Source: an optimization exercise on an open RTL-to-GDS flow (aim: small area, a short achievable clock period and few clock cycles per item). Production flows keep margins and buffers that such runs may drop. The RTL was checked by simulation tests, not by an equivalence proof against the original design.

==> flow/config.mk <==
export PLATFORM = sky130hd
export DESIGN_NAME = div
export DESIGN_NICKNAME = div
export VERILOG_FILES = /design/flow/design.v
export SDC_FILE = /design/flow/constraint.sdc
export NUM_CORES = 4
export LEC_CHECK = 0
export CAP_MARGIN = 20
export CORE_MARGIN = 2
export CORE_UTILIZATION = 40
export SLEW_MARGIN = 20
==> flow/constraint.sdc <==
create_clock -name core_clock -period 12.0 [get_ports {clk}]
set_input_delay 2.4000 -clock core_clock [delete_from_list [all_inputs] [get_ports {clk}]]
set_output_delay 2.4000 -clock core_clock [all_outputs]
set_load 0.01 [all_outputs]
==> flow/design.v <==
module div_find_ones (
    input wire [32-1 : 0]  data_in,
    output wire [4:0]               lz,
    output wire                     zero
);
wire [15:0] data_1;
wire [7:0]  data_2;
wire [3:0]  data_3;
wire [1:0]  data_4;
assign zero  = ~|data_in;
assign lz[4] = ~|data_in[31:16];
assign data_1 = (lz[4])? data_in[15:0] : data_in[31:16];
assign lz[3] = ~|data_1[15:8];
assign data_2 = (lz[3])? data_1[7:0] : data_1[15:8];
assign lz[2] = ~|data_2[7:4];
assign data_3 = (lz[2])? data_2[3:0] : data_2[7:4];
assign lz[1] = ~|data_3[3:2];
assign data_4 = (lz[1])? data_3[1:0] : data_3[3:2];
assign lz[0] = ~data_4[1];
endmodule
module div_add_ks #(parameter W = 34) (
    input  wire [W-1:0] a,
    input  wire [W-1:0] b,
    input  wire         cin,
    output wire [W-1:0] sum
);
localparam [63:0] BM0 = 64'h5555555555555555;
localparam [63:0] UP0 = 64'haaaaaaaaaaaaaaaa;
localparam [63:0] BM1 = 64'h2222222222222222;
localparam [63:0] UP1 = 64'hcccccccccccccccc;
localparam [63:0] BM2 = 64'h0808080808080808;
localparam [63:0] UP2 = 64'hf0f0f0f0f0f0f0f0;
localparam [63:0] BM3 = 64'h0080008000800080;
localparam [63:0] UP3 = 64'hff00ff00ff00ff00;
localparam [63:0] BM4 = 64'h0000800000008000;
localparam [63:0] UP4 = 64'hffff0000ffff0000;
localparam [63:0] BM5 = 64'h0000000080000000;
localparam [63:0] UP5 = 64'hffffffff00000000;
function [W-1:0] add_sk(input [W-1:0] x, input [W-1:0] y, input c);
    reg [W:0] g, p, gs, ps;
    begin
        g = {x & y, c};
        p = {x ^ y, 1'b0};
        gs = (g & BM0[W:0]) << 1;
        ps = (p & BM0[W:0]) << 1;
        g = g | (p & gs);
        p = p & (ps | ~UP0[W:0]);
        gs = (g & BM1[W:0]) << 1;
        ps = (p & BM1[W:0]) << 1;
        gs = gs | (gs << 1);
        ps = ps | (ps << 1);
        g = g | (p & gs);
        p = p & (ps | ~UP1[W:0]);
        gs = (g & BM2[W:0]) << 1;
        ps = (p & BM2[W:0]) << 1;
        gs = gs | (gs << 1);
        ps = ps | (ps << 1);
        gs = gs | (gs << 2);
        ps = ps | (ps << 2);
        g = g | (p & gs);
        p = p & (ps | ~UP2[W:0]);
        gs = (g & BM3[W:0]) << 1;
        ps = (p & BM3[W:0]) << 1;
        gs = gs | (gs << 1);
        ps = ps | (ps << 1);
        gs = gs | (gs << 2);
        ps = ps | (ps << 2);
        gs = gs | (gs << 4);
        ps = ps | (ps << 4);
        g = g | (p & gs);
        p = p & (ps | ~UP3[W:0]);
        gs = (g & BM4[W:0]) << 1;
        ps = (p & BM4[W:0]) << 1;
        gs = gs | (gs << 1);
        ps = ps | (ps << 1);
        gs = gs | (gs << 2);
        ps = ps | (ps << 2);
        gs = gs | (gs << 4);
        ps = ps | (ps << 4);
        gs = gs | (gs << 8);
        ps = ps | (ps << 8);
        g = g | (p & gs);
        p = p & (ps | ~UP4[W:0]);
        gs = (g & BM5[W:0]) << 1;
        ps = (p & BM5[W:0]) << 1;
        gs = gs | (gs << 1);
        ps = ps | (ps << 1);
        gs = gs | (gs << 2);
        ps = ps | (ps << 2);
        gs = gs | (gs << 4);
        ps = ps | (ps << 4);
        gs = gs | (gs << 8);
        ps = ps | (ps << 8);
        gs = gs | (gs << 16);
        ps = ps | (ps << 16);
        g = g | (p & gs);
        p = p & (ps | ~UP5[W:0]);
        add_sk = (x ^ y) ^ g[W-1:0];
    end
endfunction
assign sum = add_sk(a, b, cin);
endmodule
module div (
    input wire                      clk,
    input wire                      rst_n,
    input wire                      div_start,
    input wire [2:0]                div_opcode,
    input wire [32-1 : 0]  div_divident,
    input wire [32-1 : 0]  div_divisor,
    output wire [32-1 : 0] div_quotient,
    output wire [32-1 : 0] div_remainder,
    output wire                     div_finish
);
reg st_idle, st_abs, st_lz, st_shift, st_iter, st_fix, st_done;
reg [31:0] rem_r;     
reg [33:0] dsr_r;     
reg [31:0] quo_r;
reg [4:0]  lza_r;     
reg [4:0]  lzb_r;     
reg [4:0]  k_r;       
reg        sa_r;      
reg        sb_r;      
reg        cin_r;     
reg        neg_q;     
reg        neg_r;     
wire load = st_idle | st_done;
wire start_signed = (div_opcode == 3'd1);
wire [31:0] rem_neg = ~rem_r + 32'd1;
wire [31:0] b_mag = dsr_r[31:0] ^ {32{sb_r}};
wire [4:0] lz_a, lz_b;
wire       zero_a, zero_b;
div_find_ones u_lz_a (.data_in(rem_r), .lz(lz_a), .zero(zero_a));
div_find_ones u_lz_b (.data_in(b_mag), .lz(lz_b), .zero(zero_b));
wire       b_is_0 = zero_b & ~sb_r;
wire       k_neg  = (lz_b < lz_a);
wire [4:0] k      = lzb_r - lza_r;
wire       fix_lz = sa_r | ((sa_r ^ sb_r) & ~b_is_0);
wire       lz_end = st_lz & (b_is_0 | k_neg);
wire       it_end = st_iter & (k_r == 5'd0);
wire        fill = ~sb_r;
wire [33:0] s0 = k[0] ? {dsr_r[32:0], fill}     : dsr_r;
wire [33:0] s1 = k[1] ? {s0[31:0], {2{fill}}}   : s0;
wire [33:0] s2 = k[2] ? {s1[29:0], {4{fill}}}   : s1;
wire [33:0] s3 = k[3] ? {s2[25:0], {8{fill}}}   : s2;
wire [33:0] s4 = k[4] ? {s3[17:0], {16{fill}}}  : s3;
wire [33:0] sum;
div_add_ks #(.W(34)) u_add (.a({2'b00, rem_r}), .b(dsr_r), .cin(cin_r), .sum(sum));
wire        qbit = ~sum[33];
always @(posedge clk or negedge rst_n) begin
    if (!rst_n) begin
        st_idle  <= 1'b1;
        st_abs   <= 1'b0;
        st_lz    <= 1'b0;
        st_shift <= 1'b0;
        st_iter  <= 1'b0;
        st_fix   <= 1'b0;
        st_done  <= 1'b0;
    end else begin
        st_idle  <= (st_idle | st_done) & ~div_start;
        st_abs   <= div_start & start_signed & div_divident[31];
        st_lz    <= (div_start & ~(start_signed & div_divident[31])) | st_abs;
        st_shift <= st_lz & ~(b_is_0 | k_neg);
        st_iter  <= st_shift | (st_iter & (k_r != 5'd0));
        st_fix   <= (lz_end & fix_lz) | (it_end & (neg_r | neg_q));
        st_done  <= st_fix | (lz_end & ~fix_lz) | (it_end & ~(neg_r | neg_q));
    end
end
always @(posedge clk) begin
    if (load) begin
        rem_r <= div_divident;
        dsr_r <= {2'b00, div_divisor};
        sa_r  <= start_signed & div_divident[31];
        sb_r  <= start_signed & div_divisor[31];
    end
    if (st_abs) begin
        rem_r <= rem_neg;
    end
    if (st_lz) begin
        dsr_r <= {2'b11, sb_r ? dsr_r[31:0] : ~dsr_r[31:0]};
        cin_r <= ~sb_r;
        lza_r <= lz_a;
        lzb_r <= lz_b;
        quo_r <= {32{b_is_0}};
        neg_q <= (sa_r ^ sb_r) & ~b_is_0;
        neg_r <= sa_r;
    end
    if (st_shift) begin
        dsr_r <= s4;
        k_r   <= k;
    end
    if (st_iter) begin
        if (qbit) rem_r <= sum[31:0];
        quo_r <= {quo_r[30:0], qbit};
        dsr_r <= {dsr_r[33], dsr_r[33:1]};
        k_r   <= k_r - 5'd1;
    end
    if (st_fix) begin
        if (neg_r) rem_r <= rem_neg;
        if (neg_q) quo_r <= ~quo_r + 32'd1;
    end
end
assign div_quotient  = quo_r;
assign div_remainder = rem_r;
assign div_finish    = st_done;
endmodule
==> flow/flow/run.sh <==
#!/bin/bash
set -euo pipefail
MARGIN=8.3
bash standard.sh synth > synth.log 2>&1
bash standard.sh SETUP_SLACK_MARGIN=$MARGIN "BUFFER_PORTS_ARGS=-buffer_cell sky130_fd_sc_hd__buf_1" finish > layout.log 2>&1
==> flow/standard.sh <==
#!/bin/bash
# synth_recipe.tcl (not shown) runs the flow's synth.tcl, then flattens the netlist and writes it again
# the make line also repeats each setting of config.mk as NAME=value (left out here)
make -C /OpenROAD-flow-scripts/flow DESIGN_CONFIG=/design/flow/config.mk WORK_HOME=/design/flow/orfs CLKGATE_MAP_FILE= SYNTH_SCRIPT=/design/flow/synth_recipe.tcl "${@:-finish}"
==> results.sh <==
export IMPL_outcome="no timing/DRC/antenna violations"
export IMPL_slew_violations=0
export IMPL_crit_required_ns=9.60
export IMPL_path_clk_slew_ns=0.07
export IMPL_gr_usage_met2_pct=44.2
export IMPL_synth_nets=1678
export IMPL_layout_setup_ws_ns=8.27
export IMPL_die_w_um=177
export IMPL_syn_avg_cell_area_um2=7.67
export IMPL_yosys_warnings=2
export IMPL_cts_sink_count=125
export IMPL_synth_cells=1558
export IMPL_synthToLayoutAreaGrowth_pct=21.2
export IMPL_cap_violations=0
export IMPL_grt_busiest_layer="met2"
export IMPL_synth_common_cells="208 x nand2_1, 150 x o21ai_0, 135 x a21oi_1, 107 x nor2_1, 100 x clkbuf_1"
export IMPL_netlist_area_leader_share_pct=14.1
export IMPL_synth_edf_count=56
export IMPL_fin_nets=1819
export IMPL_start_util_pct=40.4
export IMPL_place_inst=1980
export IMPL_r2r_end="st_fix"
export IMPL_cts_inserted_buffers=17
export IMPL_met3_usage_pct=5.05
export IMPL_max_freq_mhz=268
export IMPL_die_area_um2=31300
export IMPL_grt_pass1_vias=11800
export IMPL_r2r_cells=16
export IMPL_groute_usage_overall_pct=28.5
export IMPL_grt_max_degree=89
export IMPL_ys_ff_latch=125
export IMPL_ff2ff_setup_slack_ns=8.32
export IMPL_die_h_um=177
export IMPL_drcViolationCount=0
export IMPL_dr_pass1_iters=7
export IMPL_place_ws_ns=7.67
export IMPL_ys_types=94
export IMPL_numPortBuffers=134
export IMPL_rsz0062_at_grt="true"
export IMPL_core_area_um2=29600
export IMPL_yosysTopAreaCell="edfxtp_1"
export IMPL_relSlewSlack_pct=30.2
export IMPL_synth_area_leaders="edfxtp_1 14%, dfxtp_1 10%, nand2_1 6.5%, o21ai_0 6.3%, a21oi_1 5.7%"
export IMPL_synth_area_um2=11900
export IMPL_first_iter_violations=1361
export IMPL_num_rows=63
export IMPL_yosysMostFrequentCell="nand2_1"
export IMPL_final_cells=2103
export IMPL_final_setup_viol_count=0
export IMPL_synthFlopType="dfxtp_1"
export IMPL_endpoint_kind="output pin"
export IMPL_clock_root_buffer="clkbuf_16"
export IMPL_period_needed_ns=3.73
export IMPL_dp_hpwl_um=30600
export IMPL_crit_family="flip-flops"
export IMPL_routed_via_density=6.21
export IMPL_clk_insertion_delay_late_ns=0.45
export IMPL_slowest_stage="dfxtp_1"
export IMPL_cp_depth=1
export IMPL_cts_tree="done"
export IMPL_cp_arrival_ns=1.33
export IMPL_worstSetupPathType="reg2out"
export IMPL_worst_pin_slew_ns=1.03
export IMPL_wl_per_cell_um=22.1
export IMPL_rr_startpoint="sb_r"
export IMPL_hold_worst_slack_ns=0.496
export IMPL_clk_path_buf_depth=2
export IMPL_hold_viol=0
export IMPL_crit_start="rem_r[27]"
export IMPL_skew_ns=0.0205
export IMPL_dr_total_vias=13100
export IMPL_worst_hold_path_type="reg2reg"
export IMPL_async_reset_ff_share_pct=5.60
export IMPL_setup_tns_ns=0
export IMPL_use_met1_pct=39.1
export IMPL_cp_buffers_inverters=1
export IMPL_ant_nets=0
export IMPL_wirelength_um=46400
export IMPL_grt_pass1_wl_um=69200
export IMPL_ys_seq_area_share_pct=25.9
export IMPL_grt_antenna_before_repair=1
export IMPL_place_congestion=0.921
export IMPL_start_kind="flop"
export IMPL_crit_chain="buf_1"
export IMPL_ios=135
export IMPL_fin_crit_sh_pct=31.0
export IMPL_layout_drive_gt1_share_pct=17.2
export IMPL_cts_hold_fix_buffers=0
export IMPL_overflow=0
export IMPL_cts_htree_levels=4
export IMPL_path_max_fanout=8
export IMPL_endpoint="div_remainder[27]"
export IMPL_cpPeakStageDelay_ns=0.67
what timing repair did:
action	4_1_cts	5_1_grt
setup buffers	33	49
gates resized for setup	39	71
pin swaps	4	22
cloned	4	4
endpoints found under the setup margin	54	53
cells by family after synthesis:
logic type,count (synthesis),share of synthesized area (%)
AOI/OAI and AO/OA,515,26.5
DFF,125,25.9
buffers and inverters,179,5.86
adders and majority gates,50,5.61
xor gates and xnor gates,84,6.16
and+or+nand+nor,523,21.5
muxes,82,8.40
sequential cells by signal, indices dropped and copies added (netlist names), 5 cells and up:
signal	cells
rem_r	32
k_r	5
quo_r	32
lzb_r	5
dsr_r	34
lza_r	5
per-stage QoR:
| step | utilization, % | cell area [um2] |
|---|---|---|
| finish | 49.0 | 14500 |
| global route | 49.0 | 14500 |
| CTS | 46.4 | 13700 |
| detailed placement | 42.9 | 12700 |
| global placement | 42.9 | 12700 |
| floorplan | - | 12000 |
metal layers:
layer	vias up	share of wire (%)
met5	-	0
met4	0	4.3
met3	127	8.2
met2	691	44
met1	6222	43
li1	6019	-
worst min-delay path by stage:
stage | start | to | depth (start not counted)
floorplan | sa_r | neg_r | 0
detailed placement | sa_r | neg_r | 0
global placement | sa_r | neg_r | 0
finish | sa_r | neg_r | 0
CTS | sa_r | neg_r | 0
global route | sa_r | neg_r | 0
cell usage in the layout, fill, tap and decap left out, types with 9 or more instances in the layout:
cell type	netlist	final
a21oi_1	135	128
edfxtp_1	56	56
ha_1	44	38
mux2i_1	58	55
xnor2_1	45	42
o21ai_1	23	27
xor2_1	39	38
o21ai_0	150	145
mux4_2	13	13
nand3_1	36	36
and3_1	13	13
nor4_1	10	10
dfxtp_2	0	15
buf_4	2	103
o22ai_1	13	11
nand4_1	17	17
nor3_1	44	41
nand2_1	208	207
nor2b_1	10	9
o211ai_1	38	38
nor2_1	107	103
a211oi_1	27	25
clkbuf_16	0	19
inv_1	43	39
dfxtp_1	62	44
mux2_2	9	10
buf_1	15	134
a21o_1	22	22
a31oi_1	27	26
layout make-up:
cell class,instances,area [um2]
fillers,2961,15100
multi-input cells,1257,8600
flip-flops and latches,125,3130
repair buffers,247,1460
well taps,390,488
clock buffers,19,454
inverters,50,203
clock inverters,13,130
repair inverters,1,5.00
diodes,1,2.50
Testbench counts, summed over its fixed seeds: cycles 187,953, ops 12,000.

==> separate check: timing with driven ports <==
In the flow no input, the clock included, has a driving cell. The finished layout below was timed again as built, in two steps.
Step 1 assumes that a clkbuf_16 drives the clock port and a buf_2 every other input.
Step 2, shift: input delay + t, output delay - t, t = (earliest + latest rising clock arrival at the registers) / 2. This alone moves slack from input paths to output paths.
Three values: ideal ports, drivers, drivers and shift; two values: the first two.
t (ns): 0.493
slack for setup (ns): 8.274 / 8.221 / 8.318
latest minus earliest clock arrival (ns): 0.021 / 0.022
cell pins on the clock port's net: 1
After both steps this run still meets setup and hold. The setup slack of this run moves by -0.053 ns with the drivers and by +0.044 ns with both steps.
